From an optimization exercise on the open Yosys and OpenROAD flow, aimed at small area, a short achievable clock period and few clock cycles per item; shortcuts taken in it are not production practice.
No functional check of the RTL was part of any run shown here.

==> flow/design.v (outline; a module is shown in full before it is edited, if it fits) <==
// module fir_top: 1751 lines
// module fa: 4 lines
// module ha: 4 lines
// module xr: 3 lines
// module xn: 3 lines
// module nr: 3 lines
// module anb: 3 lines
// module an: 3 lines
// module ao: 3 lines
// module outc: 15 lines
// module mux8: 3 lines
module fir_top (
    input  wire       clk,
    input  wire       resetN,
    input  wire       sampleClk,
    input  wire [7:0] sample,
    output reg  [7:0] sum,
    output reg        dav
);
  // ...
==> flow/run.sh <==
#!/bin/bash
# synth_recipe.tcl (not shown) runs the flow's synth.tcl, then flattens the netlist and writes it again
# the make line also repeats each setting of config.mk as NAME=value (left out here)
make -C /OpenROAD-flow-scripts/flow DESIGN_CONFIG=/design/flow/config.mk WORK_HOME=/design/flow/orfs CLKGATE_MAP_FILE= SYNTH_SCRIPT=/design/flow/synth_recipe.tcl finish
==> flow/config.mk <==
export PLATFORM = sky130hd
export DESIGN_NAME = fir_top
export DESIGN_NICKNAME = fir_top
export VERILOG_FILES = /design/flow/design.v
export SDC_FILE = /design/flow/constraint.sdc
export NUM_CORES = 4
export LEC_CHECK = 0
export CAP_MARGIN = 20
export CORE_MARGIN = 2
export CORE_UTILIZATION = 40
export SETUP_SLACK_MARGIN = 5
export SLEW_MARGIN = 20
export SYNTH_HIERARCHICAL = 1
==> flow/constraint.sdc <==
create_clock -name core_clock -period 10.0 [get_ports {clk}]
set_input_delay 2.0000 -clock core_clock [delete_from_list [all_inputs] [get_ports {clk}]]
set_output_delay 2.0000 -clock core_clock [all_outputs]
set_load 0.01 [all_outputs]
==> run notes, run 1 <==
## Yosys
- area share of the largest cell type after synthesis: 29.3%
- part of the Yosys area used for sequential elements: 31.1%
- number of synthesized flops with an enable pin: 152
- Post-Synth Adder-Cell Area: 19.8%
- Mapped Cells: 1,455
- cells taking the most area after synthesis: sky130_fd_sc_hd__edfxtp_1, sky130_fd_sc_hd__a21o_1, sky130_fd_sc_hd__fa_1
- post-synthesis mux area share: 4.58%
- Yosys cell types: 44

## Setup path
- destination of the critical timing path: sum[7]
- kind of end point of the critical path: flop
- Top delay family on crit path: adder cells
- number of logic stages on the critical path including buffering: 9
- worst path required time: 10,340 ps
- buffer and inverter count on the worst path: 3
- data arrival time of the critical path: 5120 ps
- end of the worst register-to-register path: sum[7]

## Die
- die span in y: 201 um
- Row Count: 72
- Top Ports: 20
- core outline area: 38,600 um^2

## Routing
- Vias per Instance: 5.19
- DRC marker count from the first detailed-route iteration: 566
- total routed wirelength: 36.1 mm
- total length of routed met2 wires: 17.9 mm
- detailed-routed wire length on met3: 1.12 mm

## Hold path
- worst min-delay path category: reg2reg

## Finish
- leading cell types in the layout, fill and taps excluded: sky130_fd_sc_hd__a21o_1, sky130_fd_sc_hd__and2_1, sky130_fd_sc_hd__edfxtp_1, sky130_fd_sc_hd__ha_1, sky130_fd_sc_hd__xor2_1
- finished layout cell area: 17,000 um^2
- share of the core filled with cells: 44.1%
- sequential cell area in the final layout: 4850 um^2
- Final #Nets: 1,690

## Clocking
- number of sinks handled by clock tree synthesis: 165
- maximum buffer depth of the clock tree: 2

## Status
- run status: timing/DRC/antenna clean

## STA
- Max Transition Viols Final: 0

## GRT
- maximum number of pins on one net before global-route repair: 63

==> run 2, diff against run 1 <==
==> flow/design.v (replaced) <==
module fir_top (
    input  wire       clk,
    input  wire       resetN,
    input  wire       sampleClk,
    input  wire [7:0] sample,
    output reg  [7:0] sum,
    output reg        dav
);
   reg [7:0] h1, h2, h3, h4, h5, h6, h7, h8;
   reg [8:0] s23, s14, s16;
   reg [9:0] m3;
   reg [19:0] t1, t2;
   reg [3:0] ic;
   wire busy = ~ic[3] | ~ic[2];
   wire en = sampleClk | busy;
   wire [7:0] xin = busy ? 8'd0 : sample;
   wire s_1, c_2;
   ha us_1 (h1[0], h2[0], s_1, c_2);
   wire s_3, c_4;
   ha us_3 (h1[1], h2[1], s_3, c_4);
   wire s_5, c_6;
   ha us_5 (h1[2], h2[2], s_5, c_6);
   wire s_7, c_8;
   ha us_7 (h1[3], h2[3], s_7, c_8);
   wire s_9, c_10;
   ha us_9 (h1[4], h2[4], s_9, c_10);
   wire s_11, c_12;
   ha us_11 (h1[5], h2[5], s_11, c_12);
   wire s_13, c_14;
   ha us_13 (h1[6], h2[6], s_13, c_14);
   wire s_15, c_16;
   ha us_15 (h1[7], h2[7], s_15, c_16);
   wire s_17, c_18;
   ha us_17 (h1[7], h2[7], s_17, c_18);
   wire y_19;
   ao uy_19 (c_4, s_3, c_2, y_19);
   wire y_20;
   ao uy_20 (c_6, s_5, c_4, y_20);
   wire y_21;
   an uy_21 (s_5, s_3, y_21);
   wire y_22;
   ao uy_22 (c_8, s_7, c_6, y_22);
   wire y_23;
   an uy_23 (s_7, s_5, y_23);
   wire y_24;
   ao uy_24 (c_10, s_9, c_8, y_24);
   wire y_25;
   an uy_25 (s_9, s_7, y_25);
   wire y_26;
   ao uy_26 (c_12, s_11, c_10, y_26);
   wire y_27;
   an uy_27 (s_11, s_9, y_27);
   wire y_28;
   ao uy_28 (c_14, s_13, c_12, y_28);
   wire y_29;
   an uy_29 (s_13, s_11, y_29);
   wire y_30;
   ao uy_30 (c_16, s_15, c_14, y_30);
   wire y_31;
   an uy_31 (s_15, s_13, y_31);
   wire y_32;
   ao uy_32 (c_18, s_17, c_16, y_32);
   wire y_33;
   an uy_33 (s_17, s_15, y_33);
   wire y_34;
   ao uy_34 (y_20, y_21, c_2, y_34);
   wire y_35;
   ao uy_35 (y_22, y_23, y_19, y_35);
   wire y_36;
   ao uy_36 (y_24, y_25, y_20, y_36);
   wire y_37;
   an uy_37 (y_25, y_21, y_37);
   wire y_38;
   ao uy_38 (y_26, y_27, y_22, y_38);
   wire y_39;
   an uy_39 (y_27, y_23, y_39);
   wire y_40;
   ao uy_40 (y_28, y_29, y_24, y_40);
   wire y_41;
   an uy_41 (y_29, y_25, y_41);
   wire y_42;
   ao uy_42 (y_30, y_31, y_26, y_42);
   wire y_43;
   an uy_43 (y_31, y_27, y_43);
   wire y_44;
   ao uy_44 (y_32, y_33, y_28, y_44);
   wire y_45;
   an uy_45 (y_33, y_29, y_45);
   wire y_46;
   ao uy_46 (y_36, y_37, c_2, y_46);
   wire y_47;
   ao uy_47 (y_38, y_39, y_19, y_47);
   wire y_48;
   ao uy_48 (y_40, y_41, y_34, y_48);
   wire y_49;
   ao uy_49 (y_42, y_43, y_35, y_49);
   wire y_50;
   ao uy_50 (y_44, y_45, y_36, y_50);
   wire y_51;
   an uy_51 (y_45, y_37, y_51);
   wire y_52;
   ao uy_52 (y_50, y_51, c_2, y_52);
   wire [8:0] s23n;
   assign s23n[0] = ~s_1;
   xn ss23n1 (s_3, c_2, s23n[1]);
   xn ss23n2 (s_5, y_19, s23n[2]);
   xn ss23n3 (s_7, y_34, s23n[3]);
   xn ss23n4 (s_9, y_35, s23n[4]);
   xn ss23n5 (s_11, y_46, s23n[5]);
   xn ss23n6 (s_13, y_47, s23n[6]);
   xn ss23n7 (s_15, y_48, s23n[7]);
   xr ss23n8 (s_17, y_49, s23n[8]);
   wire s_53, c_54;
   ha us_53 (sample[0], h3[0], s_53, c_54);
   wire s_55, c_56;
   ha us_55 (sample[1], h3[1], s_55, c_56);
   wire s_57, c_58;
   ha us_57 (sample[2], h3[2], s_57, c_58);
   wire s_59, c_60;
   ha us_59 (sample[3], h3[3], s_59, c_60);
   wire s_61, c_62;
   ha us_61 (sample[4], h3[4], s_61, c_62);
   wire s_63, c_64;
   ha us_63 (sample[5], h3[5], s_63, c_64);
   wire s_65, c_66;
   ha us_65 (sample[6], h3[6], s_65, c_66);
   wire s_67, c_68;
   ha us_67 (sample[7], h3[7], s_67, c_68);
   wire s_69, c_70;
   ha us_69 (sample[7], h3[7], s_69, c_70);
   wire y_71;
   ao uy_71 (c_56, s_55, c_54, y_71);
   wire y_72;
   ao uy_72 (c_58, s_57, c_56, y_72);
   wire y_73;
   an uy_73 (s_57, s_55, y_73);
   wire y_74;
   ao uy_74 (c_60, s_59, c_58, y_74);
   wire y_75;
   an uy_75 (s_59, s_57, y_75);
   wire y_76;
   ao uy_76 (c_62, s_61, c_60, y_76);
   wire y_77;
   an uy_77 (s_61, s_59, y_77);
   wire y_78;
   ao uy_78 (c_64, s_63, c_62, y_78);
   wire y_79;
   an uy_79 (s_63, s_61, y_79);
   wire y_80;
   ao uy_80 (c_66, s_65, c_64, y_80);
   wire y_81;
   an uy_81 (s_65, s_63, y_81);
   wire y_82;
   ao uy_82 (c_68, s_67, c_66, y_82);
   wire y_83;
   an uy_83 (s_67, s_65, y_83);
   wire y_84;
   ao uy_84 (c_70, s_69, c_68, y_84);
   wire y_85;
   an uy_85 (s_69, s_67, y_85);
   wire y_86;
   ao uy_86 (y_72, y_73, c_54, y_86);
   wire y_87;
   ao uy_87 (y_74, y_75, y_71, y_87);
   wire y_88;
   ao uy_88 (y_76, y_77, y_72, y_88);
   wire y_89;
   an uy_89 (y_77, y_73, y_89);
   wire y_90;
   ao uy_90 (y_78, y_79, y_74, y_90);
   wire y_91;
   an uy_91 (y_79, y_75, y_91);
   wire y_92;
   ao uy_92 (y_80, y_81, y_76, y_92);
   wire y_93;
   an uy_93 (y_81, y_77, y_93);
   wire y_94;
   ao uy_94 (y_82, y_83, y_78, y_94);
   wire y_95;
   an uy_95 (y_83, y_79, y_95);
   wire y_96;
   ao uy_96 (y_84, y_85, y_80, y_96);
   wire y_97;
   an uy_97 (y_85, y_81, y_97);
   wire y_98;
   ao uy_98 (y_88, y_89, c_54, y_98);
   wire y_99;
   ao uy_99 (y_90, y_91, y_71, y_99);
   wire y_100;
   ao uy_100 (y_92, y_93, y_86, y_100);
   wire y_101;
   ao uy_101 (y_94, y_95, y_87, y_101);
   wire y_102;
   ao uy_102 (y_96, y_97, y_88, y_102);
   wire y_103;
   an uy_103 (y_97, y_89, y_103);
   wire y_104;
   ao uy_104 (y_102, y_103, c_54, y_104);
   wire [8:0] s14nr;
   assign s14nr[0] = ~s_53;
   xn ss14nr1 (s_55, c_54, s14nr[1]);
   xn ss14nr2 (s_57, y_71, s14nr[2]);
   xn ss14nr3 (s_59, y_86, s14nr[3]);
   xn ss14nr4 (s_61, y_87, s14nr[4]);
   xn ss14nr5 (s_63, y_98, s14nr[5]);
   xn ss14nr6 (s_65, y_99, s14nr[6]);
   xn ss14nr7 (s_67, y_100, s14nr[7]);
   xr ss14nr8 (s_69, y_101, s14nr[8]);
   wire [8:0] s14n = busy ? 9'd255 : s14nr;
   wire s_105, c_106;
   ha us_105 (sample[0], h5[0], s_105, c_106);
   wire s_107, c_108;
   ha us_107 (sample[1], h5[1], s_107, c_108);
   wire s_109, c_110;
   ha us_109 (sample[2], h5[2], s_109, c_110);
   wire s_111, c_112;
   ha us_111 (sample[3], h5[3], s_111, c_112);
   wire s_113, c_114;
   ha us_113 (sample[4], h5[4], s_113, c_114);
   wire s_115, c_116;
   ha us_115 (sample[5], h5[5], s_115, c_116);
   wire s_117, c_118;
   ha us_117 (sample[6], h5[6], s_117, c_118);
   wire s_119, c_120;
   ha us_119 (sample[7], h5[7], s_119, c_120);
   wire s_121, c_122;
   ha us_121 (sample[7], h5[7], s_121, c_122);
   wire y_123;
   ao uy_123 (c_108, s_107, c_106, y_123);
   wire y_124;
   ao uy_124 (c_110, s_109, c_108, y_124);
   wire y_125;
   an uy_125 (s_109, s_107, y_125);
   wire y_126;
   ao uy_126 (c_112, s_111, c_110, y_126);
   wire y_127;
   an uy_127 (s_111, s_109, y_127);
   wire y_128;
   ao uy_128 (c_114, s_113, c_112, y_128);
   wire y_129;
   an uy_129 (s_113, s_111, y_129);
   wire y_130;
   ao uy_130 (c_116, s_115, c_114, y_130);
   wire y_131;
   an uy_131 (s_115, s_113, y_131);
   wire y_132;
   ao uy_132 (c_118, s_117, c_116, y_132);
   wire y_133;
   an uy_133 (s_117, s_115, y_133);
   wire y_134;
   ao uy_134 (c_120, s_119, c_118, y_134);
   wire y_135;
   an uy_135 (s_119, s_117, y_135);
   wire y_136;
   ao uy_136 (c_122, s_121, c_120, y_136);
   wire y_137;
   an uy_137 (s_121, s_119, y_137);
   wire y_138;
   ao uy_138 (y_124, y_125, c_106, y_138);
   wire y_139;
   ao uy_139 (y_126, y_127, y_123, y_139);
   wire y_140;
   ao uy_140 (y_128, y_129, y_124, y_140);
   wire y_141;
   an uy_141 (y_129, y_125, y_141);
   wire y_142;
   ao uy_142 (y_130, y_131, y_126, y_142);
   wire y_143;
   an uy_143 (y_131, y_127, y_143);
   wire y_144;
   ao uy_144 (y_132, y_133, y_128, y_144);
   wire y_145;
   an uy_145 (y_133, y_129, y_145);
   wire y_146;
   ao uy_146 (y_134, y_135, y_130, y_146);
   wire y_147;
   an uy_147 (y_135, y_131, y_147);
   wire y_148;
   ao uy_148 (y_136, y_137, y_132, y_148);
   wire y_149;
   an uy_149 (y_137, y_133, y_149);
   wire y_150;
   ao uy_150 (y_140, y_141, c_106, y_150);
   wire y_151;
   ao uy_151 (y_142, y_143, y_123, y_151);
   wire y_152;
   ao uy_152 (y_144, y_145, y_138, y_152);
   wire y_153;
   ao uy_153 (y_146, y_147, y_139, y_153);
   wire y_154;
   ao uy_154 (y_148, y_149, y_140, y_154);
   wire y_155;
   an uy_155 (y_149, y_141, y_155);
   wire y_156;
   ao uy_156 (y_154, y_155, c_106, y_156);
   wire [8:0] s16nr;
   assign s16nr[0] = ~s_105;
   xn ss16nr1 (s_107, c_106, s16nr[1]);
   xn ss16nr2 (s_109, y_123, s16nr[2]);
   xn ss16nr3 (s_111, y_138, s16nr[3]);
   xn ss16nr4 (s_113, y_139, s16nr[4]);
   xn ss16nr5 (s_115, y_150, s16nr[5]);
   xn ss16nr6 (s_117, y_151, s16nr[6]);
   xn ss16nr7 (s_119, y_152, s16nr[7]);
   xr ss16nr8 (s_121, y_153, s16nr[8]);
   wire [8:0] s16n = busy ? 9'd255 : s16nr;
   wire s_157, c_158;
   ha us_157 (sample[1], sample[0], s_157, c_158);
   wire s_159, c_160;
   ha us_159 (sample[2], sample[1], s_159, c_160);
   wire s_161, c_162;
   ha us_161 (sample[3], sample[2], s_161, c_162);
   wire s_163, c_164;
   ha us_163 (sample[4], sample[3], s_163, c_164);
   wire s_165, c_166;
   ha us_165 (sample[5], sample[4], s_165, c_166);
   wire s_167, c_168;
   ha us_167 (sample[6], sample[5], s_167, c_168);
   wire s_169, c_170;
   ha us_169 (sample[7], sample[6], s_169, c_170);
   wire s_171, c_172;
   ha us_171 (sample[7], sample[7], s_171, c_172);
   wire s_173, c_174;
   ha us_173 (sample[7], sample[7], s_173, c_174);
   wire y_175;
   ao uy_175 (c_160, s_159, c_158, y_175);
   wire y_176;
   an uy_176 (s_159, s_157, y_176);
   wire y_177;
   ao uy_177 (c_162, s_161, c_160, y_177);
   wire y_178;
   an uy_178 (s_161, s_159, y_178);
   wire y_179;
   ao uy_179 (c_164, s_163, c_162, y_179);
   wire y_180;
   an uy_180 (s_163, s_161, y_180);
   wire y_181;
   ao uy_181 (c_166, s_165, c_164, y_181);
   wire y_182;
   an uy_182 (s_165, s_163, y_182);
   wire y_183;
   ao uy_183 (c_168, s_167, c_166, y_183);
   wire y_184;
   an uy_184 (s_167, s_165, y_184);
   wire y_185;
   ao uy_185 (c_170, s_169, c_168, y_185);
   wire y_186;
   an uy_186 (s_169, s_167, y_186);
   wire y_187;
   ao uy_187 (c_172, s_171, c_170, y_187);
   wire y_188;
   an uy_188 (s_171, s_169, y_188);
   wire y_189;
   ao uy_189 (c_174, s_173, c_172, y_189);
   wire y_190;
   an uy_190 (s_173, s_171, y_190);
   wire y_191;
   ao uy_191 (y_177, y_178, c_158, y_191);
   wire y_192;
   ao uy_192 (y_179, y_180, y_175, y_192);
   wire y_193;
   an uy_193 (y_180, y_176, y_193);
   wire y_194;
   ao uy_194 (y_181, y_182, y_177, y_194);
   wire y_195;
   an uy_195 (y_182, y_178, y_195);
   wire y_196;
   ao uy_196 (y_183, y_184, y_179, y_196);
   wire y_197;
   an uy_197 (y_184, y_180, y_197);
   wire y_198;
   ao uy_198 (y_185, y_186, y_181, y_198);
   wire y_199;
   an uy_199 (y_186, y_182, y_199);
   wire y_200;
   ao uy_200 (y_187, y_188, y_183, y_200);
   wire y_201;
   an uy_201 (y_188, y_184, y_201);
   wire y_202;
   ao uy_202 (y_189, y_190, y_185, y_202);
   wire y_203;
   an uy_203 (y_190, y_186, y_203);
   wire y_204;
   ao uy_204 (y_194, y_195, c_158, y_204);
   wire y_205;
   ao uy_205 (y_196, y_197, y_175, y_205);
   wire y_206;
   ao uy_206 (y_198, y_199, y_191, y_206);
   wire y_207;
   ao uy_207 (y_200, y_201, y_192, y_207);
   wire y_208;
   an uy_208 (y_201, y_193, y_208);
   wire y_209;
   ao uy_209 (y_202, y_203, y_194, y_209);
   wire y_210;
   an uy_210 (y_203, y_195, y_210);
   wire y_211;
   ao uy_211 (y_209, y_210, c_158, y_211);
   wire [9:0] m3nr;
   assign m3nr[0] = ~sample[0];
   assign m3nr[1] = ~s_157;
   xn sm3nr2 (s_159, c_158, m3nr[2]);
   xn sm3nr3 (s_161, y_175, m3nr[3]);
   xn sm3nr4 (s_163, y_191, m3nr[4]);
   xn sm3nr5 (s_165, y_192, m3nr[5]);
   xn sm3nr6 (s_167, y_204, m3nr[6]);
   xn sm3nr7 (s_169, y_205, m3nr[7]);
   xn sm3nr8 (s_171, y_206, m3nr[8]);
   xr sm3nr9 (s_173, y_207, m3nr[9]);
   wire [9:0] m3n = busy ? 10'd511 : m3nr;
   wire s_212, c_213;
   fa us_212 (~s23[0], s14[1], 1'b1, s_212, c_213);
   wire s_214, c_215;
   fa us_214 (~s23[1], s14[2], s14[0], s_214, c_215);
   wire s_216, c_217;
   fa us_216 (~s23[2], s23[0], 1'b1, s_216, c_217);
   wire s_218, c_219;
   fa us_218 (s14[3], s14[1], c_215, s_218, c_219);
   wire s_220, c_221;
   fa us_220 (~s23[3], s23[1], 1'b1, s_220, c_221);
   wire s_222, c_223;
   fa us_222 (s14[4], s14[2], s14[0], s_222, c_223);
   wire s_224, c_225;
   fa us_224 (c_217, s_220, s_222, s_224, c_225);
   wire s_226, c_227;
   fa us_226 (s23[2], s14[5], s14[3], s_226, c_227);
   wire s_228, c_229;
   fa us_228 (~s23[4], s14[1], c_221, s_228, c_229);
   wire s_230, c_231;
   fa us_230 (c_223, s_226, c_225, s_230, c_231);
   wire s_232, c_233;
   fa us_232 (s23[3], s14[6], s14[4], s_232, c_233);
   wire s_234, c_235;
   fa us_234 (~s23[5], s14[2], c_227, s_234, c_235);
   wire s_236, c_237;
   fa us_236 (s_232, c_229, s_234, s_236, c_237);
   wire s_238, c_239;
   fa us_238 (s23[4], s23[0], s14[7], s_238, c_239);
   wire s_240, c_241;
   fa us_240 (~s23[6], s14[5], s14[3], s_240, c_241);
   wire s_242, c_243;
   fa us_242 (c_233, s_238, s_240, s_242, c_243);
   wire s_244, c_245;
   ha us_244 (c_235, s_242, s_244, c_245);
   wire s_246, c_247;
   fa us_246 (~s23[7], s23[5], 1'b1, s_246, c_247);
   wire s_248, c_249;
   fa us_248 (s23[1], s14[8], s14[6], s_248, c_249);
   wire s_250, c_251;
   fa us_250 (s14[4], ~s14[0], c_239, s_250, c_251);
   wire s_252, c_253;
   fa us_252 (c_241, s_246, s_248, s_252, c_253);
   wire s_254, c_255;
   fa us_254 (c_243, s_250, s_252, s_254, c_255);
   wire s_256, c_257;
   fa us_256 (s23[6], s23[2], s14[7], s_256, c_257);
   wire s_258, c_259;
   fa us_258 (s23[8], ~s14[5], s14[1], s_258, c_259);
   wire s_260, c_261;
   fa us_260 (c_247, c_249, s_256, s_260, c_261);
   wire s_262, c_263;
   fa us_262 (~s_258, c_251, c_253, s_262, c_263);
   wire s_264, c_265;
   fa us_264 (s_260, c_255, s_262, s_264, c_265);
   wire s_266, c_267;
   fa us_266 (s23[7], s23[3], 1'b1, s_266, c_267);
   wire s_268, c_269;
   fa us_268 (~s23[0], s14[8], s14[6], s_268, c_269);
   wire s_270, c_271;
   fa us_270 (s14[2], ~c_257, c_259, s_270, c_271);
   wire s_272, c_273;
   fa us_272 (s_266, s_268, c_261, s_272, c_273);
   wire s_274, c_275;
   fa us_274 (~s_270, c_263, s_272, s_274, c_275);
   wire s_276, c_277;
   fa us_276 (s23[8], s23[4], s14[7], s_276, c_277);
   wire s_278, c_279;
   fa us_278 (s23[1], s14[3], ~c_267, s_278, c_279);
   wire s_280, c_281;
   fa us_280 (c_269, s_276, ~c_271, s_280, c_281);
   wire s_282, c_283;
   fa us_282 (~s_278, c_273, s_280, s_282, c_283);
   wire s_284, c_285;
   fa us_284 (s23[5], ~s23[2], s14[8], s_284, c_285);
   wire s_286, c_287;
   fa us_286 (~s14[4], c_277, s_284, s_286, c_287);
   wire s_288, c_289;
   fa us_288 (~c_279, s_286, c_281, s_288, c_289);
   wire s_290, c_291;
   fa us_290 (s23[6], ~s23[3], 1'b1, s_290, c_291);
   wire s_292, c_293;
   fa us_292 (~s14[5], c_285, s_290, s_292, c_293);
   wire s_294, c_295;
   ha us_294 (c_287, s_292, s_294, c_295);
   wire s_296, c_297;
   fa us_296 (s23[7], ~s23[4], 1'b1, s_296, c_297);
   wire s_298, c_299;
   fa us_298 (~s14[6], c_291, s_296, s_298, c_299);
   wire s_300, c_301;
   ha us_300 (c_293, s_298, s_300, c_301);
   wire s_302, c_303;
   fa us_302 (s23[8], ~s23[5], 1'b1, s_302, c_303);
   wire s_304, c_305;
   fa us_304 (~s14[7], c_297, s_302, s_304, c_305);
   wire s_306, c_307;
   ha us_306 (c_299, s_304, s_306, c_307);
   wire s_308, c_309;
   ha us_308 (s23[6], s14[8], s_308, c_309);
   wire s_310, c_311;
   fa us_310 (~s_308, c_303, c_305, s_310, c_311);
   wire s_312, c_313;
   xr xs_312 (s23[7], c_309, s_312);
   nr ns_312 (s23[7], c_309, c_313);
   wire s_314, c_315;
   ha us_314 (s14[0], 1'b1, s_314, c_315);
   wire s_316, c_317;
   ha us_316 (c_213, s_214, s_316, c_317);
   wire s_318, c_319;
   ha us_318 (s_216, s_218, s_318, c_319);
   wire s_320, c_321;
   ha us_320 (c_219, s_224, s_320, c_321);
   wire s_322, c_323;
   ha us_322 (s_228, s_230, s_322, c_323);
   wire s_324, c_325;
   ha us_324 (c_231, s_236, s_324, c_325);
   wire s_326, c_327;
   ha us_326 (c_237, s_244, s_326, c_327);
   wire s_328, c_329;
   ha us_328 (c_245, s_254, s_328, c_329);
   wire s_330, c_331;
   ha us_330 (c_265, s_274, s_330, c_331);
   wire s_332, c_333;
   ha us_332 (c_275, s_282, s_332, c_333);
   wire s_334, c_335;
   ha us_334 (c_283, s_288, s_334, c_335);
   wire s_336, c_337;
   ha us_336 (c_289, s_294, s_336, c_337);
   wire s_338, c_339;
   ha us_338 (c_295, s_300, s_338, c_339);
   wire s_340, c_341;
   ha us_340 (c_301, s_306, s_340, c_341);
   wire s_342, c_343;
   ha us_342 (c_307, s_310, s_342, c_343);
   wire s_344, c_345;
   ha us_344 (c_311, s_312, s_344, c_345);
   wire s_346, c_347;
   xr xs_346 (s23[8], c_313, s_346);
   anb ns_346 (s23[8], c_313, c_347);
   wire y_348;
   an uy_348 (s_212, c_315, y_348);
   wire y_349;
   an uy_349 (s_316, s_212, y_349);
   wire y_350;
   ao uy_350 (c_319, s_318, c_317, y_350);
   wire y_351;
   an uy_351 (s_318, s_316, y_351);
   wire y_352;
   ao uy_352 (c_321, s_320, c_319, y_352);
   wire y_353;
   an uy_353 (s_320, s_318, y_353);
   wire y_354;
   ao uy_354 (c_323, s_322, c_321, y_354);
   wire y_355;
   an uy_355 (s_322, s_320, y_355);
   wire y_356;
   ao uy_356 (c_325, s_324, c_323, y_356);
   wire y_357;
   an uy_357 (s_324, s_322, y_357);
   wire y_358;
   ao uy_358 (c_327, s_326, c_325, y_358);
   wire y_359;
   an uy_359 (s_326, s_324, y_359);
   wire y_360;
   ao uy_360 (c_329, s_328, c_327, y_360);
   wire y_361;
   an uy_361 (s_328, s_326, y_361);
   wire y_362;
   an uy_362 (s_264, c_329, y_362);
   wire y_363;
   an uy_363 (s_264, s_328, y_363);
   wire y_364;
   an uy_364 (s_330, s_264, y_364);
   wire y_365;
   ao uy_365 (c_333, s_332, c_331, y_365);
   wire y_366;
   an uy_366 (s_332, s_330, y_366);
   wire y_367;
   ao uy_367 (c_335, s_334, c_333, y_367);
   wire y_368;
   an uy_368 (s_334, s_332, y_368);
   wire y_369;
   ao uy_369 (c_337, s_336, c_335, y_369);
   wire y_370;
   an uy_370 (s_336, s_334, y_370);
   wire y_371;
   ao uy_371 (c_339, s_338, c_337, y_371);
   wire y_372;
   an uy_372 (s_338, s_336, y_372);
   wire y_373;
   ao uy_373 (c_341, s_340, c_339, y_373);
   wire y_374;
   an uy_374 (s_340, s_338, y_374);
   wire y_375;
   ao uy_375 (c_343, s_342, c_341, y_375);
   wire y_376;
   an uy_376 (s_342, s_340, y_376);
   wire y_377;
   ao uy_377 (c_345, s_344, c_343, y_377);
   wire y_378;
   an uy_378 (s_344, s_342, y_378);
   wire y_379;
   ao uy_379 (c_347, ~s_346, c_345, y_379);
   wire y_380;
   an uy_380 (~s_346, s_344, y_380);
   wire y_381;
   an uy_381 (1'b1, c_347, y_381);
   wire y_382;
   an uy_382 (1'b1, ~s_346, y_382);
   wire y_383;
   ao uy_383 (c_317, y_349, c_315, y_383);
   wire y_384;
   ao uy_384 (y_350, y_351, y_348, y_384);
   wire y_385;
   ao uy_385 (y_352, y_353, c_317, y_385);
   wire y_386;
   an uy_386 (y_353, y_349, y_386);
   wire y_387;
   ao uy_387 (y_354, y_355, y_350, y_387);
   wire y_388;
   an uy_388 (y_355, y_351, y_388);
   wire y_389;
   ao uy_389 (y_356, y_357, y_352, y_389);
   wire y_390;
   an uy_390 (y_357, y_353, y_390);
   wire y_391;
   ao uy_391 (y_358, y_359, y_354, y_391);
   wire y_392;
   an uy_392 (y_359, y_355, y_392);
   wire y_393;
   ao uy_393 (y_360, y_361, y_356, y_393);
   wire y_394;
   an uy_394 (y_361, y_357, y_394);
   wire y_395;
   ao uy_395 (y_362, y_363, y_358, y_395);
   wire y_396;
   an uy_396 (y_363, y_359, y_396);
   wire y_397;
   ao uy_397 (c_331, y_364, y_360, y_397);
   wire y_398;
   an uy_398 (y_364, y_361, y_398);
   wire y_399;
   ao uy_399 (y_365, y_366, y_362, y_399);
   wire y_400;
   an uy_400 (y_366, y_363, y_400);
   wire y_401;
   ao uy_401 (y_367, y_368, c_331, y_401);
   wire y_402;
   an uy_402 (y_368, y_364, y_402);
   wire y_403;
   ao uy_403 (y_369, y_370, y_365, y_403);
   wire y_404;
   an uy_404 (y_370, y_366, y_404);
   wire y_405;
   ao uy_405 (y_371, y_372, y_367, y_405);
   wire y_406;
   an uy_406 (y_372, y_368, y_406);
   wire y_407;
   ao uy_407 (y_373, y_374, y_369, y_407);
   wire y_408;
   an uy_408 (y_374, y_370, y_408);
   wire y_409;
   ao uy_409 (y_375, y_376, y_371, y_409);
   wire y_410;
   an uy_410 (y_376, y_372, y_410);
   wire y_411;
   ao uy_411 (y_377, y_378, y_373, y_411);
   wire y_412;
   an uy_412 (y_378, y_374, y_412);
   wire y_413;
   ao uy_413 (y_379, y_380, y_375, y_413);
   wire y_414;
   an uy_414 (y_380, y_376, y_414);
   wire y_415;
   ao uy_415 (y_381, y_382, y_377, y_415);
   wire y_416;
   an uy_416 (y_382, y_378, y_416);
   wire y_417;
   ao uy_417 (y_385, y_386, c_315, y_417);
   wire y_418;
   ao uy_418 (y_387, y_388, y_348, y_418);
   wire y_419;
   ao uy_419 (y_389, y_390, y_383, y_419);
   wire y_420;
   ao uy_420 (y_391, y_392, y_384, y_420);
   wire y_421;
   ao uy_421 (y_393, y_394, y_385, y_421);
   wire y_422;
   an uy_422 (y_394, y_386, y_422);
   wire y_423;
   ao uy_423 (y_395, y_396, y_387, y_423);
   wire y_424;
   an uy_424 (y_396, y_388, y_424);
   wire y_425;
   ao uy_425 (y_397, y_398, y_389, y_425);
   wire y_426;
   an uy_426 (y_398, y_390, y_426);
   wire y_427;
   ao uy_427 (y_399, y_400, y_391, y_427);
   wire y_428;
   an uy_428 (y_400, y_392, y_428);
   wire y_429;
   ao uy_429 (y_401, y_402, y_393, y_429);
   wire y_430;
   an uy_430 (y_402, y_394, y_430);
   wire y_431;
   ao uy_431 (y_403, y_404, y_395, y_431);
   wire y_432;
   an uy_432 (y_404, y_396, y_432);
   wire y_433;
   ao uy_433 (y_405, y_406, y_397, y_433);
   wire y_434;
   an uy_434 (y_406, y_398, y_434);
   wire y_435;
   ao uy_435 (y_407, y_408, y_399, y_435);
   wire y_436;
   an uy_436 (y_408, y_400, y_436);
   wire y_437;
   ao uy_437 (y_409, y_410, y_401, y_437);
   wire y_438;
   an uy_438 (y_410, y_402, y_438);
   wire y_439;
   ao uy_439 (y_411, y_412, y_403, y_439);
   wire y_440;
   an uy_440 (y_412, y_404, y_440);
   wire y_441;
   ao uy_441 (y_413, y_414, y_405, y_441);
   wire y_442;
   an uy_442 (y_414, y_406, y_442);
   wire y_443;
   ao uy_443 (y_415, y_416, y_407, y_443);
   wire y_444;
   an uy_444 (y_416, y_408, y_444);
   wire y_445;
   ao uy_445 (y_421, y_422, c_315, y_445);
   wire y_446;
   ao uy_446 (y_423, y_424, y_348, y_446);
   wire y_447;
   ao uy_447 (y_425, y_426, y_383, y_447);
   wire y_448;
   ao uy_448 (y_427, y_428, y_384, y_448);
   wire y_449;
   ao uy_449 (y_429, y_430, y_417, y_449);
   wire y_450;
   ao uy_450 (y_431, y_432, y_418, y_450);
   wire y_451;
   ao uy_451 (y_433, y_434, y_419, y_451);
   wire y_452;
   ao uy_452 (y_435, y_436, y_420, y_452);
   wire y_453;
   ao uy_453 (y_437, y_438, y_421, y_453);
   wire y_454;
   an uy_454 (y_438, y_422, y_454);
   wire y_455;
   ao uy_455 (y_439, y_440, y_423, y_455);
   wire y_456;
   an uy_456 (y_440, y_424, y_456);
   wire y_457;
   ao uy_457 (y_441, y_442, y_425, y_457);
   wire y_458;
   an uy_458 (y_442, y_426, y_458);
   wire y_459;
   ao uy_459 (y_443, y_444, y_427, y_459);
   wire y_460;
   an uy_460 (y_444, y_428, y_460);
   wire y_461;
   ao uy_461 (y_453, y_454, c_315, y_461);
   wire y_462;
   ao uy_462 (y_455, y_456, y_348, y_462);
   wire y_463;
   ao uy_463 (y_457, y_458, y_383, y_463);
   wire y_464;
   ao uy_464 (y_459, y_460, y_384, y_464);
   wire [19:0] t2n;
   assign t2n[0] = s_314;
   xr st2n1 (s_212, c_315, t2n[1]);
   xr st2n2 (s_316, y_348, t2n[2]);
   xr st2n3 (s_318, y_383, t2n[3]);
   xr st2n4 (s_320, y_384, t2n[4]);
   xr st2n5 (s_322, y_417, t2n[5]);
   xr st2n6 (s_324, y_418, t2n[6]);
   xr st2n7 (s_326, y_419, t2n[7]);
   xr st2n8 (s_328, y_420, t2n[8]);
   xr st2n9 (s_264, y_445, t2n[9]);
   xr st2n10 (s_330, y_446, t2n[10]);
   xr st2n11 (s_332, y_447, t2n[11]);
   xr st2n12 (s_334, y_448, t2n[12]);
   xr st2n13 (s_336, y_449, t2n[13]);
   xr st2n14 (s_338, y_450, t2n[14]);
   xr st2n15 (s_340, y_451, t2n[15]);
   xr st2n16 (s_342, y_452, t2n[16]);
   xr st2n17 (s_344, y_461, t2n[17]);
   xr st2n18 (~s_346, y_462, t2n[18]);
   xn st2n19 (1'b1, y_463, t2n[19]);
   wire s_465, c_466;
   fa us_465 (t2[2], s16[0], ~h7[2], s_465, c_466);
   wire s_467, c_468;
   fa us_467 (t2[3], s16[1], h7[0], s_467, c_468);
   wire s_469, c_470;
   fa us_469 (~h7[3], h8[0], c_466, s_469, c_470);
   wire s_471, c_472;
   fa us_471 (t2[4], s16[2], s16[0], s_471, c_472);
   wire s_473, c_474;
   fa us_473 (~h7[4], h7[1], h8[1], s_473, c_474);
   wire s_475, c_476;
   fa us_475 (c_468, s_471, s_473, s_475, c_476);
   wire s_477, c_478;
   fa us_477 (t2[5], s16[3], s16[1], s_477, c_478);
   wire s_479, c_480;
   fa us_479 (h7[5], ~h7[2], h7[0], s_479, c_480);
   wire s_481, c_482;
   fa us_481 (h8[2], c_472, c_474, s_481, c_482);
   wire s_483, c_484;
   fa us_483 (s_477, ~s_479, c_476, s_483, c_484);
   wire s_485, c_486;
   fa us_485 (t2[6], s16[4], s16[2], s_485, c_486);
   wire s_487, c_488;
   fa us_487 (s16[0], h7[3], h8[3], s_487, c_488);
   wire s_489, c_490;
   fa us_489 (h7[6], h7[1], ~c_478, s_489, c_490);
   wire s_491, c_492;
   fa us_491 (~c_480, s_485, s_487, s_491, c_492);
   wire s_493, c_494;
   fa us_493 (c_482, ~s_489, s_491, s_493, c_494);
   wire s_495, c_496;
   fa us_495 (t2[7], s16[5], s16[3], s_495, c_496);
   wire s_497, c_498;
   fa us_497 (s16[1], h7[7], h7[4], s_497, c_498);
   wire s_499, c_500;
   fa us_499 (~h7[2], h8[4], c_486, s_499, c_500);
   wire s_501, c_502;
   fa us_501 (c_488, s_495, s_497, s_501, c_502);
   wire s_503, c_504;
   fa us_503 (~c_490, c_492, s_499, s_503, c_504);
   wire s_505, c_506;
   fa us_505 (s_501, c_494, s_503, s_505, c_506);
   wire s_507, c_508;
   fa us_507 (t2[8], s16[6], s16[4], s_507, c_508);
   wire s_509, c_510;
   fa us_509 (s16[2], h7[5], h8[5], s_509, c_510);
   wire s_511, c_512;
   fa us_511 (~h7[3], c_496, c_498, s_511, c_512);
   wire s_513, c_514;
   fa us_513 (s_507, s_509, c_500, s_513, c_514);
   wire s_515, c_516;
   fa us_515 (c_502, s_511, c_504, s_515, c_516);
   wire s_517, c_518;
   fa us_517 (s_513, c_506, s_515, s_517, c_518);
   wire s_519, c_520;
   fa us_519 (t2[9], s16[7], s16[5], s_519, c_520);
   wire s_521, c_522;
   fa us_521 (s16[3], h7[6], h8[6], s_521, c_522);
   wire s_523, c_524;
   fa us_523 (~h7[4], c_508, c_510, s_523, c_524);
   wire s_525, c_526;
   fa us_525 (s_519, s_521, c_512, s_525, c_526);
   wire s_527, c_528;
   fa us_527 (s_523, c_514, s_525, s_527, c_528);
   wire s_529, c_530;
   ha us_529 (c_516, s_527, s_529, c_530);
   wire s_531, c_532;
   fa us_531 (t2[10], s16[8], s16[6], s_531, c_532);
   wire s_533, c_534;
   fa us_533 (h7[7], h7[5], h8[7], s_533, c_534);
   wire s_535, c_536;
   fa us_535 (s16[4], c_520, c_522, s_535, c_536);
   wire s_537, c_538;
   fa us_537 (s_531, ~s_533, c_524, s_537, c_538);
   wire s_539, c_540;
   fa us_539 (s_535, c_526, s_537, s_539, c_540);
   wire s_541, c_542;
   ha us_541 (c_528, s_539, s_541, c_542);
   wire s_543, c_544;
   fa us_543 (t2[11], s16[7], s16[5], s_543, c_544);
   wire s_545, c_546;
   fa us_545 (h7[6], ~c_532, c_534, s_545, c_546);
   wire s_547, c_548;
   fa us_547 (s_543, c_536, ~s_545, s_547, c_548);
   wire s_549, c_550;
   fa us_549 (c_538, s_547, c_540, s_549, c_550);
   wire s_551, c_552;
   fa us_551 (t2[12], s16[8], s16[6], s_551, c_552);
   wire s_553, c_554;
   fa us_553 (h7[7], c_544, s_551, s_553, c_554);
   wire s_555, c_556;
   fa us_555 (~c_546, s_553, c_548, s_555, c_556);
   wire s_557, c_558;
   fa us_557 (t2[13], s16[7], c_552, s_557, c_558);
   wire s_559, c_560;
   ha us_559 (c_554, s_557, s_559, c_560);
   wire s_561, c_562;
   fa us_561 (t2[14], s16[8], c_558, s_561, c_562);
   wire s_563, c_564;
   xr xs_563 (t2[0], h7[0], s_563);
   anb ns_563 (h7[0], t2[0], c_564);
   wire s_565, c_566;
   xr xs_565 (t2[1], h7[1], s_565);
   anb ns_565 (h7[1], t2[1], c_566);
   wire s_567, c_568;
   ha us_567 (s_467, s_469, s_567, c_568);
   wire s_569, c_570;
   ha us_569 (c_470, s_475, s_569, c_570);
   wire s_571, c_572;
   ha us_571 (s_481, s_483, s_571, c_572);
   wire s_573, c_574;
   ha us_573 (c_484, s_493, s_573, c_574);
   wire s_575, c_576;
   ha us_575 (c_518, s_529, s_575, c_576);
   wire s_577, c_578;
   ha us_577 (c_530, s_541, s_577, c_578);
   wire s_579, c_580;
   ha us_579 (c_542, s_549, s_579, c_580);
   wire s_581, c_582;
   ha us_581 (c_550, s_555, s_581, c_582);
   wire s_583, c_584;
   ha us_583 (c_556, s_559, s_583, c_584);
   wire s_585, c_586;
   ha us_585 (c_560, s_561, s_585, c_586);
   wire s_587, c_588;
   ha us_587 (t2[15], c_562, s_587, c_588);
   wire y_589;
   ao uy_589 (c_566, ~s_565, c_564, y_589);
   wire y_590;
   an uy_590 (s_465, c_566, y_590);
   wire y_591;
   an uy_591 (s_465, ~s_565, y_591);
   wire y_592;
   an uy_592 (s_567, s_465, y_592);
   wire y_593;
   ao uy_593 (c_570, s_569, c_568, y_593);
   wire y_594;
   an uy_594 (s_569, s_567, y_594);
   wire y_595;
   ao uy_595 (c_572, s_571, c_570, y_595);
   wire y_596;
   an uy_596 (s_571, s_569, y_596);
   wire y_597;
   ao uy_597 (c_574, s_573, c_572, y_597);
   wire y_598;
   an uy_598 (s_573, s_571, y_598);
   wire y_599;
   an uy_599 (s_505, c_574, y_599);
   wire y_600;
   an uy_600 (s_505, s_573, y_600);
   wire y_601;
   an uy_601 (s_517, s_505, y_601);
   wire y_602;
   an uy_602 (s_575, s_517, y_602);
   wire y_603;
   ao uy_603 (c_578, s_577, c_576, y_603);
   wire y_604;
   an uy_604 (s_577, s_575, y_604);
   wire y_605;
   ao uy_605 (c_580, s_579, c_578, y_605);
   wire y_606;
   an uy_606 (s_579, s_577, y_606);
   wire y_607;
   ao uy_607 (c_582, s_581, c_580, y_607);
   wire y_608;
   an uy_608 (s_581, s_579, y_608);
   wire y_609;
   ao uy_609 (c_584, s_583, c_582, y_609);
   wire y_610;
   an uy_610 (s_583, s_581, y_610);
   wire y_611;
   ao uy_611 (c_586, s_585, c_584, y_611);
   wire y_612;
   an uy_612 (s_585, s_583, y_612);
   wire y_613;
   ao uy_613 (c_588, s_587, c_586, y_613);
   wire y_614;
   an uy_614 (s_587, s_585, y_614);
   wire y_615;
   an uy_615 (t2[16], c_588, y_615);
   wire y_616;
   an uy_616 (t2[16], s_587, y_616);
   wire y_617;
   an uy_617 (t2[17], t2[16], y_617);
   wire y_618;
   an uy_618 (t2[18], t2[17], y_618);
   wire y_619;
   an uy_619 (t2[19], t2[18], y_619);
   wire y_620;
   ao uy_620 (y_590, y_591, c_564, y_620);
   wire y_621;
   ao uy_621 (c_568, y_592, y_589, y_621);
   wire y_622;
   ao uy_622 (y_593, y_594, y_590, y_622);
   wire y_623;
   an uy_623 (y_594, y_591, y_623);
   wire y_624;
   ao uy_624 (y_595, y_596, c_568, y_624);
   wire y_625;
   an uy_625 (y_596, y_592, y_625);
   wire y_626;
   ao uy_626 (y_597, y_598, y_593, y_626);
   wire y_627;
   an uy_627 (y_598, y_594, y_627);
   wire y_628;
   ao uy_628 (y_599, y_600, y_595, y_628);
   wire y_629;
   an uy_629 (y_600, y_596, y_629);
   wire y_630;
   an uy_630 (y_601, y_597, y_630);
   wire y_631;
   an uy_631 (y_601, y_598, y_631);
   wire y_632;
   ao uy_632 (c_576, y_602, y_599, y_632);
   wire y_633;
   an uy_633 (y_602, y_600, y_633);
   wire y_634;
   an uy_634 (y_604, y_601, y_634);
   wire y_635;
   ao uy_635 (y_605, y_606, c_576, y_635);
   wire y_636;
   an uy_636 (y_606, y_602, y_636);
   wire y_637;
   ao uy_637 (y_607, y_608, y_603, y_637);
   wire y_638;
   an uy_638 (y_608, y_604, y_638);
   wire y_639;
   ao uy_639 (y_609, y_610, y_605, y_639);
   wire y_640;
   an uy_640 (y_610, y_606, y_640);
   wire y_641;
   ao uy_641 (y_611, y_612, y_607, y_641);
   wire y_642;
   an uy_642 (y_612, y_608, y_642);
   wire y_643;
   ao uy_643 (y_613, y_614, y_609, y_643);
   wire y_644;
   an uy_644 (y_614, y_610, y_644);
   wire y_645;
   ao uy_645 (y_615, y_616, y_611, y_645);
   wire y_646;
   an uy_646 (y_616, y_612, y_646);
   wire y_647;
   an uy_647 (y_617, y_613, y_647);
   wire y_648;
   an uy_648 (y_617, y_614, y_648);
   wire y_649;
   an uy_649 (y_618, y_615, y_649);
   wire y_650;
   an uy_650 (y_618, y_616, y_650);
   wire y_651;
   an uy_651 (y_619, y_617, y_651);
   wire y_652;
   ao uy_652 (y_622, y_623, c_564, y_652);
   wire y_653;
   ao uy_653 (y_624, y_625, y_589, y_653);
   wire y_654;
   ao uy_654 (y_626, y_627, y_620, y_654);
   wire y_655;
   ao uy_655 (y_628, y_629, y_621, y_655);
   wire y_656;
   ao uy_656 (y_630, y_631, y_622, y_656);
   wire y_657;
   an uy_657 (y_631, y_623, y_657);
   wire y_658;
   ao uy_658 (y_632, y_633, y_624, y_658);
   wire y_659;
   an uy_659 (y_633, y_625, y_659);
   wire y_660;
   ao uy_660 (y_603, y_634, y_626, y_660);
   wire y_661;
   an uy_661 (y_634, y_627, y_661);
   wire y_662;
   ao uy_662 (y_635, y_636, y_628, y_662);
   wire y_663;
   an uy_663 (y_636, y_629, y_663);
   wire y_664;
   ao uy_664 (y_637, y_638, y_630, y_664);
   wire y_665;
   an uy_665 (y_638, y_631, y_665);
   wire y_666;
   ao uy_666 (y_639, y_640, y_632, y_666);
   wire y_667;
   an uy_667 (y_640, y_633, y_667);
   wire y_668;
   ao uy_668 (y_641, y_642, y_603, y_668);
   wire y_669;
   an uy_669 (y_642, y_634, y_669);
   wire y_670;
   ao uy_670 (y_643, y_644, y_635, y_670);
   wire y_671;
   an uy_671 (y_644, y_636, y_671);
   wire y_672;
   ao uy_672 (y_645, y_646, y_637, y_672);
   wire y_673;
   an uy_673 (y_646, y_638, y_673);
   wire y_674;
   ao uy_674 (y_647, y_648, y_639, y_674);
   wire y_675;
   an uy_675 (y_648, y_640, y_675);
   wire y_676;
   ao uy_676 (y_649, y_650, y_641, y_676);
   wire y_677;
   an uy_677 (y_650, y_642, y_677);
   wire y_678;
   an uy_678 (y_651, y_643, y_678);
   wire y_679;
   an uy_679 (y_651, y_644, y_679);
   wire y_680;
   ao uy_680 (y_656, y_657, c_564, y_680);
   wire y_681;
   ao uy_681 (y_658, y_659, y_589, y_681);
   wire y_682;
   ao uy_682 (y_660, y_661, y_620, y_682);
   wire y_683;
   ao uy_683 (y_662, y_663, y_621, y_683);
   wire y_684;
   ao uy_684 (y_664, y_665, y_652, y_684);
   wire y_685;
   ao uy_685 (y_666, y_667, y_653, y_685);
   wire y_686;
   ao uy_686 (y_668, y_669, y_654, y_686);
   wire y_687;
   ao uy_687 (y_670, y_671, y_655, y_687);
   wire y_688;
   ao uy_688 (y_672, y_673, y_656, y_688);
   wire y_689;
   an uy_689 (y_673, y_657, y_689);
   wire y_690;
   ao uy_690 (y_674, y_675, y_658, y_690);
   wire y_691;
   an uy_691 (y_675, y_659, y_691);
   wire y_692;
   ao uy_692 (y_676, y_677, y_660, y_692);
   wire y_693;
   an uy_693 (y_677, y_661, y_693);
   wire y_694;
   ao uy_694 (y_678, y_679, y_662, y_694);
   wire y_695;
   an uy_695 (y_679, y_663, y_695);
   wire y_696;
   ao uy_696 (y_688, y_689, c_564, y_696);
   wire y_697;
   ao uy_697 (y_690, y_691, y_589, y_697);
   wire y_698;
   ao uy_698 (y_692, y_693, y_620, y_698);
   wire y_699;
   ao uy_699 (y_694, y_695, y_621, y_699);
   wire [19:0] t1n;
   assign t1n[0] = ~s_563;
   xr st1n1 (~s_565, c_564, t1n[1]);
   xr st1n2 (s_465, y_589, t1n[2]);
   xr st1n3 (s_567, y_620, t1n[3]);
   xr st1n4 (s_569, y_621, t1n[4]);
   xr st1n5 (s_571, y_652, t1n[5]);
   xr st1n6 (s_573, y_653, t1n[6]);
   xr st1n7 (s_505, y_654, t1n[7]);
   xr st1n8 (s_517, y_655, t1n[8]);
   xr st1n9 (s_575, y_680, t1n[9]);
   xr st1n10 (s_577, y_681, t1n[10]);
   xr st1n11 (s_579, y_682, t1n[11]);
   xr st1n12 (s_581, y_683, t1n[12]);
   xr st1n13 (s_583, y_684, t1n[13]);
   xr st1n14 (s_585, y_685, t1n[14]);
   xr st1n15 (s_587, y_686, t1n[15]);
   xr st1n16 (t2[16], y_687, t1n[16]);
   xr st1n17 (t2[17], y_696, t1n[17]);
   xr st1n18 (t2[18], y_697, t1n[18]);
   xn st1n19 (t2[19], y_698, t1n[19]);
   wire s_700, c_701;
   fa us_700 (t1[3], m3[0], ~h1[3], s_700, c_701);
   wire s_702, c_703;
   fa us_702 (t1[4], m3[1], ~h1[4], s_702, c_703);
   wire s_704, c_705;
   fa us_704 (t1[5], m3[2], ~h1[5], s_704, c_705);
   wire s_706, c_707;
   fa us_706 (t1[6], m3[3], ~h1[6], s_706, c_707);
   wire s_708, c_709;
   fa us_708 (t1[7], m3[4], h1[7], s_708, c_709);
   wire s_710, c_711;
   ha us_710 (t1[8], m3[5], s_710, c_711);
   wire s_712, c_713;
   ha us_712 (t1[9], m3[6], s_712, c_713);
   wire s_714, c_715;
   ha us_714 (t1[10], m3[7], s_714, c_715);
   wire s_716, c_717;
   ha us_716 (t1[11], m3[8], s_716, c_717);
   wire s_718, c_719;
   ha us_718 (t1[12], m3[9], s_718, c_719);
   wire s_720, c_721;
   xr xs_720 (t1[0], h1[0], s_720);
   anb ns_720 (h1[0], t1[0], c_721);
   wire s_722, c_723;
   xr xs_722 (t1[1], h1[1], s_722);
   anb ns_722 (h1[1], t1[1], c_723);
   wire s_724, c_725;
   xr xs_724 (t1[2], h1[2], s_724);
   anb ns_724 (h1[2], t1[2], c_725);
   wire s_726, c_727;
   ha us_726 (c_701, s_702, s_726, c_727);
   wire s_728, c_729;
   ha us_728 (c_703, s_704, s_728, c_729);
   wire s_730, c_731;
   ha us_730 (c_705, s_706, s_730, c_731);
   wire s_732, c_733;
   ha us_732 (c_707, s_708, s_732, c_733);
   wire s_734, c_735;
   ha us_734 (c_709, s_710, s_734, c_735);
   wire s_736, c_737;
   ha us_736 (c_711, s_712, s_736, c_737);
   wire s_738, c_739;
   ha us_738 (c_713, s_714, s_738, c_739);
   wire y_740;
   ao uy_740 (c_723, ~s_722, c_721, y_740);
   wire y_741;
   ao uy_741 (c_725, ~s_724, c_723, y_741);
   wire y_742;
   an uy_742 (~s_724, ~s_722, y_742);
   wire y_743;
   an uy_743 (s_700, c_725, y_743);
   wire y_744;
   an uy_744 (s_700, ~s_724, y_744);
   wire y_745;
   an uy_745 (s_726, s_700, y_745);
   wire y_746;
   ao uy_746 (c_729, s_728, c_727, y_746);
   wire y_747;
   an uy_747 (s_728, s_726, y_747);
   wire y_748;
   ao uy_748 (c_731, s_730, c_729, y_748);
   wire y_749;
   an uy_749 (s_730, s_728, y_749);
   wire y_750;
   ao uy_750 (c_733, s_732, c_731, y_750);
   wire y_751;
   an uy_751 (s_732, s_730, y_751);
   wire y_752;
   ao uy_752 (c_735, s_734, c_733, y_752);
   wire y_753;
   an uy_753 (s_734, s_732, y_753);
   wire y_754;
   ao uy_754 (c_737, s_736, c_735, y_754);
   wire y_755;
   an uy_755 (s_736, s_734, y_755);
   wire y_756;
   ao uy_756 (c_739, s_738, c_737, y_756);
   wire y_757;
   an uy_757 (s_738, s_736, y_757);
   wire y_758;
   ao uy_758 (y_741, y_742, c_721, y_758);
   wire y_759;
   ao uy_759 (y_743, y_744, y_740, y_759);
   wire y_760;
   ao uy_760 (c_727, y_745, y_741, y_760);
   wire y_761;
   an uy_761 (y_745, y_742, y_761);
   wire y_762;
   ao uy_762 (y_746, y_747, y_743, y_762);
   wire y_763;
   an uy_763 (y_747, y_744, y_763);
   wire y_764;
   ao uy_764 (y_748, y_749, c_727, y_764);
   wire y_765;
   an uy_765 (y_749, y_745, y_765);
   wire y_766;
   ao uy_766 (y_750, y_751, y_746, y_766);
   wire y_767;
   an uy_767 (y_751, y_747, y_767);
   wire y_768;
   ao uy_768 (y_752, y_753, y_748, y_768);
   wire y_769;
   an uy_769 (y_753, y_749, y_769);
   wire y_770;
   ao uy_770 (y_754, y_755, y_750, y_770);
   wire y_771;
   an uy_771 (y_755, y_751, y_771);
   wire y_772;
   ao uy_772 (y_756, y_757, y_752, y_772);
   wire y_773;
   an uy_773 (y_757, y_753, y_773);
   wire y_774;
   ao uy_774 (y_760, y_761, c_721, y_774);
   wire y_775;
   ao uy_775 (y_762, y_763, y_740, y_775);
   wire y_776;
   ao uy_776 (y_764, y_765, y_758, y_776);
   wire y_777;
   ao uy_777 (y_766, y_767, y_759, y_777);
   wire y_778;
   ao uy_778 (y_768, y_769, y_760, y_778);
   wire y_779;
   an uy_779 (y_769, y_761, y_779);
   wire y_780;
   ao uy_780 (y_770, y_771, y_762, y_780);
   wire y_781;
   an uy_781 (y_771, y_763, y_781);
   wire y_782;
   ao uy_782 (y_772, y_773, y_764, y_782);
   wire y_783;
   an uy_783 (y_773, y_765, y_783);
   wire y_784;
   ao uy_784 (y_778, y_779, c_721, y_784);
   wire y_785;
   ao uy_785 (y_780, y_781, y_740, y_785);
   wire y_786;
   ao uy_786 (y_782, y_783, y_758, y_786);
   wire [11:0] rl;
   assign rl[0] = ~s_720;
   xr srl1 (~s_722, c_721, rl[1]);
   xr srl2 (~s_724, y_740, rl[2]);
   xr srl3 (s_700, y_758, rl[3]);
   xr srl4 (s_726, y_759, rl[4]);
   xr srl5 (s_728, y_774, rl[5]);
   xr srl6 (s_730, y_775, rl[6]);
   xr srl7 (s_732, y_776, rl[7]);
   xr srl8 (s_734, y_777, rl[8]);
   xr srl9 (s_736, y_784, rl[9]);
   xr srl10 (s_738, y_785, rl[10]);
   xr srl11 (1'b0, y_786, rl[11]);
   wire s_787, c_788;
   ha us_787 (c_715, s_716, s_787, c_788);
   wire s_789, c_790;
   ha us_789 (c_717, s_718, s_789, c_790);
   wire s_791, c_792;
   ha us_791 (t1[13], c_719, s_791, c_792);
   wire y_793;
   ao uy_793 (c_790, s_789, c_788, y_793);
   wire y_794;
   ao uy_794 (c_792, s_791, c_790, y_794);
   wire y_795;
   an uy_795 (s_791, s_789, y_795);
   wire y_796;
   an uy_796 (t1[14], c_792, y_796);
   wire y_797;
   an uy_797 (t1[14], s_791, y_797);
   wire y_798;
   an uy_798 (t1[15], t1[14], y_798);
   wire y_799;
   an uy_799 (t1[16], t1[15], y_799);
   wire y_800;
   an uy_800 (t1[17], t1[16], y_800);
   wire y_801;
   an uy_801 (t1[18], t1[17], y_801);
   wire y_802;
   an uy_802 (t1[19], t1[18], y_802);
   wire y_803;
   ao uy_803 (y_794, y_795, c_788, y_803);
   wire y_804;
   ao uy_804 (y_796, y_797, y_793, y_804);
   wire y_805;
   an uy_805 (y_798, y_794, y_805);
   wire y_806;
   an uy_806 (y_798, y_795, y_806);
   wire y_807;
   an uy_807 (y_799, y_796, y_807);
   wire y_808;
   an uy_808 (y_799, y_797, y_808);
   wire y_809;
   an uy_809 (y_800, y_798, y_809);
   wire y_810;
   an uy_810 (y_801, y_799, y_810);
   wire y_811;
   an uy_811 (y_802, y_800, y_811);
   wire y_812;
   ao uy_812 (y_805, y_806, c_788, y_812);
   wire y_813;
   ao uy_813 (y_807, y_808, y_793, y_813);
   wire y_814;
   an uy_814 (y_809, y_803, y_814);
   wire y_815;
   an uy_815 (y_810, y_804, y_815);
   wire y_816;
   an uy_816 (y_811, y_805, y_816);
   wire y_817;
   an uy_817 (y_811, y_806, y_817);
   wire y_818;
   ao uy_818 (y_816, y_817, c_788, y_818);
   wire [8:0] q;
   assign q[0] = s_787;
   xr sq1 (s_789, c_788, q[1]);
   xr sq2 (s_791, y_793, q[2]);
   xr sq3 (t1[14], y_803, q[3]);
   xr sq4 (t1[15], y_804, q[4]);
   xr sq5 (t1[16], y_812, q[5]);
   xr sq6 (t1[17], y_813, q[6]);
   xr sq7 (t1[18], y_814, q[7]);
   xr sq8 (t1[19], y_815, q[8]);
   wire c11 = rl[11];
   wire s_819, c_820;
   ha us_819 (rl[3], sample[0], s_819, c_820);
   wire s_821, c_822;
   ha us_821 (rl[4], sample[1], s_821, c_822);
   wire s_823, c_824;
   ha us_823 (rl[5], sample[2], s_823, c_824);
   wire s_825, c_826;
   ha us_825 (rl[6], sample[3], s_825, c_826);
   wire s_827, c_828;
   ha us_827 (rl[7], sample[4], s_827, c_828);
   wire s_829, c_830;
   ha us_829 (rl[8], sample[5], s_829, c_830);
   wire s_831, c_832;
   ha us_831 (rl[9], sample[6], s_831, c_832);
   wire y_833;
   ao uy_833 (c_822, s_821, c_820, y_833);
   wire y_834;
   ao uy_834 (c_824, s_823, c_822, y_834);
   wire y_835;
   an uy_835 (s_823, s_821, y_835);
   wire y_836;
   ao uy_836 (c_826, s_825, c_824, y_836);
   wire y_837;
   an uy_837 (s_825, s_823, y_837);
   wire y_838;
   ao uy_838 (c_828, s_827, c_826, y_838);
   wire y_839;
   an uy_839 (s_827, s_825, y_839);
   wire y_840;
   ao uy_840 (c_830, s_829, c_828, y_840);
   wire y_841;
   an uy_841 (s_829, s_827, y_841);
   wire y_842;
   ao uy_842 (c_832, s_831, c_830, y_842);
   wire y_843;
   an uy_843 (s_831, s_829, y_843);
   wire y_844;
   ao uy_844 (y_834, y_835, c_820, y_844);
   wire y_845;
   ao uy_845 (y_836, y_837, y_833, y_845);
   wire y_846;
   ao uy_846 (y_838, y_839, y_834, y_846);
   wire y_847;
   an uy_847 (y_839, y_835, y_847);
   wire y_848;
   ao uy_848 (y_840, y_841, y_836, y_848);
   wire y_849;
   an uy_849 (y_841, y_837, y_849);
   wire y_850;
   ao uy_850 (y_842, y_843, y_838, y_850);
   wire y_851;
   an uy_851 (y_843, y_839, y_851);
   wire y_852;
   ao uy_852 (y_846, y_847, c_820, y_852);
   wire y_853;
   ao uy_853 (y_848, y_849, y_833, y_853);
   wire y_854;
   ao uy_854 (y_850, y_851, y_844, y_854);
   wire c7 = y_854;
   wire [7:0] vM = q[7:0] - 8'd1;
   wire [7:0] v0 = q[7:0];
   wire [7:0] v1 = q[7:0] + 8'd1;
   wire [7:0] v2 = q[7:0] + 8'd2;
   wire [7:0] v3 = q[7:0] + 8'd3;
   wire signed [8:0] qs = q;
   wire [3:0] sp = {qs >= 9'sd126, qs >= 9'sd127, qs >= 9'sd128, qs >= 9'sd129};
   wire [3:0] sn = {qs < -9'sd130, qs < -9'sd129, qs < -9'sd128, qs < -9'sd127};
   wire [7:0] out0, out1, sumNext;
   outc uo0 (1'b0, rl[10], sample[7], c11, {v3, v2, v1, v0, vM}, sp, sn, out0);
   outc uo1 (1'b1, rl[10], sample[7], c11, {v3, v2, v1, v0, vM}, sp, sn, out1);
   mux8 uom (c7, out0, out1, sumNext);
   always @(posedge clk, negedge resetN)
     if (!resetN) begin
        ic <= 4'd0;
        dav <= 1'b0;
     end else begin
        if (busy) ic <= ic + 4'd1;
        dav <= sampleClk & ~busy;
     end
   always @(posedge clk) begin
      sum <= sumNext;
      if (en) begin
         t1 <= t1n; t2 <= t2n;
         s23 <= s23n; s14 <= s14n; s16 <= s16n;
         m3 <= m3n;
         h1 <= xin; h2 <= h1; h3 <= h2; h4 <= h3;
         h5 <= h4; h6 <= h5; h7 <= h6; h8 <= h7;
      end
   end
endmodule
module fa (input a, input b, input c, output s, output co);
   assign s = a ^ b ^ c;
   assign co = (a & b) | (a & c) | (b & c);
endmodule
module ha (input a, input b, output s, output co);
   assign s = a ^ b;
   assign co = a & b;
endmodule
module xr (input a, input b, output y);
   assign y = a ^ b;
endmodule
module xn (input a, input b, output y);
   assign y = ~(a ^ b);
endmodule
module nr (input a, input b, output y);
   assign y = ~(a | b);
endmodule
module anb (input a, input b, output y);
   assign y = ~a & b;
endmodule
module an (input a, input b, output y);
   assign y = a & b;
endmodule
module ao (input g, input p, input gl, output y);
   assign y = g | (p & gl);
endmodule
module outc (input c7, input r7, input x7, input c11, input [39:0] v,
             input [3:0] sp, input [3:0] sn, output [7:0] o);
   wire a10 = r7 ^ x7 ^ c7;
   wire c8 = (r7 & x7) | (r7 & c7) | (x7 & c7);
   wire [3:0] k;
   assign k[0] = ~c11 & ~c8 & x7;
   assign k[1] = (~c11 & ~c8 & ~x7) | (~c11 & c8 & x7) | (c11 & ~c8 & x7);
   assign k[2] = (~c11 & c8 & ~x7) | (c11 & ~c8 & ~x7) | (c11 & c8 & x7);
   assign k[3] = c11 & c8 & ~x7;
   wire [7:0] w0 = sp[0] ? 8'h7f : sn[0] ? 8'h80 : a10 ? v[15:8] : v[7:0];
   wire [7:0] w1 = sp[1] ? 8'h7f : sn[1] ? 8'h80 : a10 ? v[23:16] : v[15:8];
   wire [7:0] w2 = sp[2] ? 8'h7f : sn[2] ? 8'h80 : a10 ? v[31:24] : v[23:16];
   wire [7:0] w3 = sp[3] ? 8'h7f : sn[3] ? 8'h80 : a10 ? v[39:32] : v[31:24];
   assign o = ({8{k[0]}} & w0) | ({8{k[1]}} & w1) | ({8{k[2]}} & w2) | ({8{k[3]}} & w3);
endmodule
module mux8 (input s, input [7:0] a, input [7:0] b, output [7:0] y);
   assign y = s ? b : a;
endmodule
==> run notes, run 2 <==
## Die
- die span in y: 192 um, was 201 um
- Top Ports: 20, unchanged
- Row Count: 68, was 72

## Yosys
- Mapped Cells: 1,279, was 1,455
- Yosys cell types: 51, was 44
- number of synthesized flops with an enable pin: 141, was 152
- flops & latches, synth: 154, was 165
- area share of the largest cell type after synthesis: 30.0%, was 29.3%
- cells taking the most area after synthesis: sky130_fd_sc_hd__edfxtp_1, sky130_fd_sc_hd__fa_1, sky130_fd_sc_hd__a21o_1, was sky130_fd_sc_hd__edfxtp_1, sky130_fd_sc_hd__a21o_1, sky130_fd_sc_hd__fa_1
- part of the Yosys area used for sequential elements: 32.0%, was 31.1%
- Syn Area/Cell: 11.0 um^2, was 10.7 um^2

## Setup path
- kind of end point of the critical path: flop, unchanged
- Top delay family on crit path: adder cells, unchanged
- data arrival time of the critical path: 5090 ps, was 5120 ps
- buffer and inverter count on the worst path: 3, unchanged

## Status
- run status: timing/DRC/antenna clean, unchanged

## Routing
- Vias per Instance: 5.28, was 5.19
- total routed wirelength: 33.6 mm, was 36.1 mm

## Clocking
- maximum buffer depth of the clock tree: 2, unchanged
- number of sinks handled by clock tree synthesis: 154, was 165
- CTS tree: yes, unchanged

## GRT
- maximum number of pins on one net before global-route repair: 79, was 63
- met2 track demand over resource in global routing: 34.0%, was 32.0%
- vias in the first global route: 9,742, was 11.0k

## STA
- Worst Skew: 22.4 ps, was 16.9 ps
- Max Transition Viols Final: 0, unchanged

## Finish
- sequential cell area in the final layout: 4520 um^2, was 4850 um^2
- share of the core filled with cells: 44.7%, was 44.1%

## Hold path
- worst min-delay path category: reg2reg, unchanged

## run 2: cell types whose count changed after synthesis, moves of 14 or more
cell,change
sky130_fd_sc_hd__nor2b_4,-17
sky130_fd_sc_hd__or2_1,+19
sky130_fd_sc_hd__fa_1,+14
sky130_fd_sc_hd__and2_1,-46
sky130_fd_sc_hd__nand2b_1,-30
sky130_fd_sc_hd__xor2_1,-31
sky130_fd_sc_hd__a21o_1,-55
## run 2: worst register-to-register path, stage by stage (launching register included)
cell,delay [ps]
sky130_fd_sc_hd__edfxtp_1,500
sky130_fd_sc_hd__inv_1,130
sky130_fd_sc_hd__fa_1,420
sky130_fd_sc_hd__ha_1,340
sky130_fd_sc_hd__and2_1,200
sky130_fd_sc_hd__a21o_1,190
sky130_fd_sc_hd__a21o_1,160
sky130_fd_sc_hd__a21o_1,180
sky130_fd_sc_hd__xor2_2,330
sky130_fd_sc_hd__inv_1,110
sky130_fd_sc_hd__fa_4,1020
sky130_fd_sc_hd__buf_16,230
sky130_fd_sc_hd__mux2i_1,240
sky130_fd_sc_hd__nor2_1,60
sky130_fd_sc_hd__o21ai_0,140
sky130_fd_sc_hd__o2111ai_1,120
sky130_fd_sc_hd__mux2_4,300
## run 2: per-module statistics from Yosys (local to each module, per instance)
module | cells | flops+latches
anb | 1 | 0
mux8 | 9 | 0
fa | 1 | 0
xr | 1 | 0
outc | 125 | 0
ha | 1 | 0
ao | 1 | 0
nr | 1 | 0
fir_top | 333 | 154
an | 1 | 0
xn | 1 | 0
## run 2: cells by family (layout without fill, tap and decap cells)
family,count (synthesis),in the layout,synth area share [%]
mux,67,67,5.06
buf+inv,89,122,2.82
xor+xnor,118,118,7.31
flops,154,154,32.0
simple gates,352,352,14.4
compound gates,298,298,15.5
fa+ha+maj,199,199,22.8
other cells,2,13,0.0532
## run 2: final timing paths
path	slack (ps)	to	from	cells after the start
setup / recovery	5220	sum[6]	h1[5]	16
hold / removal	420	h7[5]	h6[5]	0
setup reg to reg	5220	sum[6]	h1[5]	16
hold reg to reg	420	h7[5]	h6[5]	0
max in group asynchronous	8030	ic[3]	resetN	1
min in group asynchronous	1770	dav	resetN	1
## run 2: layer usage
metal | wire length [um] | part of all wire, % | vias to the layer above
met5 | 0 | 0 | -
li1 | - | - | 4540
met2 | 16900 | 50 | 156
met1 | 15100 | 45 | 4641
met3 | 933 | 2.8 | 49
met4 | 668 | 2.0 | 0
## run 2: cell type report
| cell class | instances | share of cell area (%) |
|---|---|---|
| Clock inverter | 15 | 0.824 |
| Timing Repair Buffer | 34 | 2.21 |
| Inverter | 56 | 1.36 |
| Sequential cell | 154 | 29.2 |
| Multi-Input combinational cell | 1047 | 60.0 |
| Clock buffer | 17 | 2.75 |
| Tap cell | 455 | 3.68 |
## run 2: what timing repair did
item	CTS	global route
pin swaps	1	1
endpoints found under the setup margin	8	8
setup buffers	1	1
resized for setup	3	0
hold endpoints to repair	0	0
## run 2: per-stage QoR
stage                     area (um^2)  setup WS (ps)
after detailed placement        14800           4730
after CTS                       15400           5110
final                           15500           5220
after global routing            15500           5000
after floorplan                 14200           5830
after global placement          14800           4770

[re-timing with driven ports]
How much do the figures lean on ideal ports? The routed layouts below were timed once more, with nothing changed but the port constraints. Step 1: set_driving_cell puts a clkbuf_16 on clk and a buf_2 on each other input, an assumption about the parent block. Step 2, shift: input delay + t, output delay - t, t = (earliest + latest rising clock arrival at the registers) / 2. This alone moves slack from input paths to output paths. Three values: no drivers, after step 1, after step 2; two values: the first two.
run | shift t [ns] | slack for setup (ns) | hold WS [ns] | pins driven straight from the clock port
run 1 | 0.496 | 5.221 / 5.252 / 4.756 | 0.421 / 0.421 / 0.421 | 1
run 2 | 0.481 | 5.218 / 5.218 / 4.850 | 0.420 / 0.420 / 0.420 | 1
After both steps every run listed still meets setup and hold. The setup slack of run 1, which loses most, moves by +0.031 ns with the drivers and by -0.465 ns with both steps.
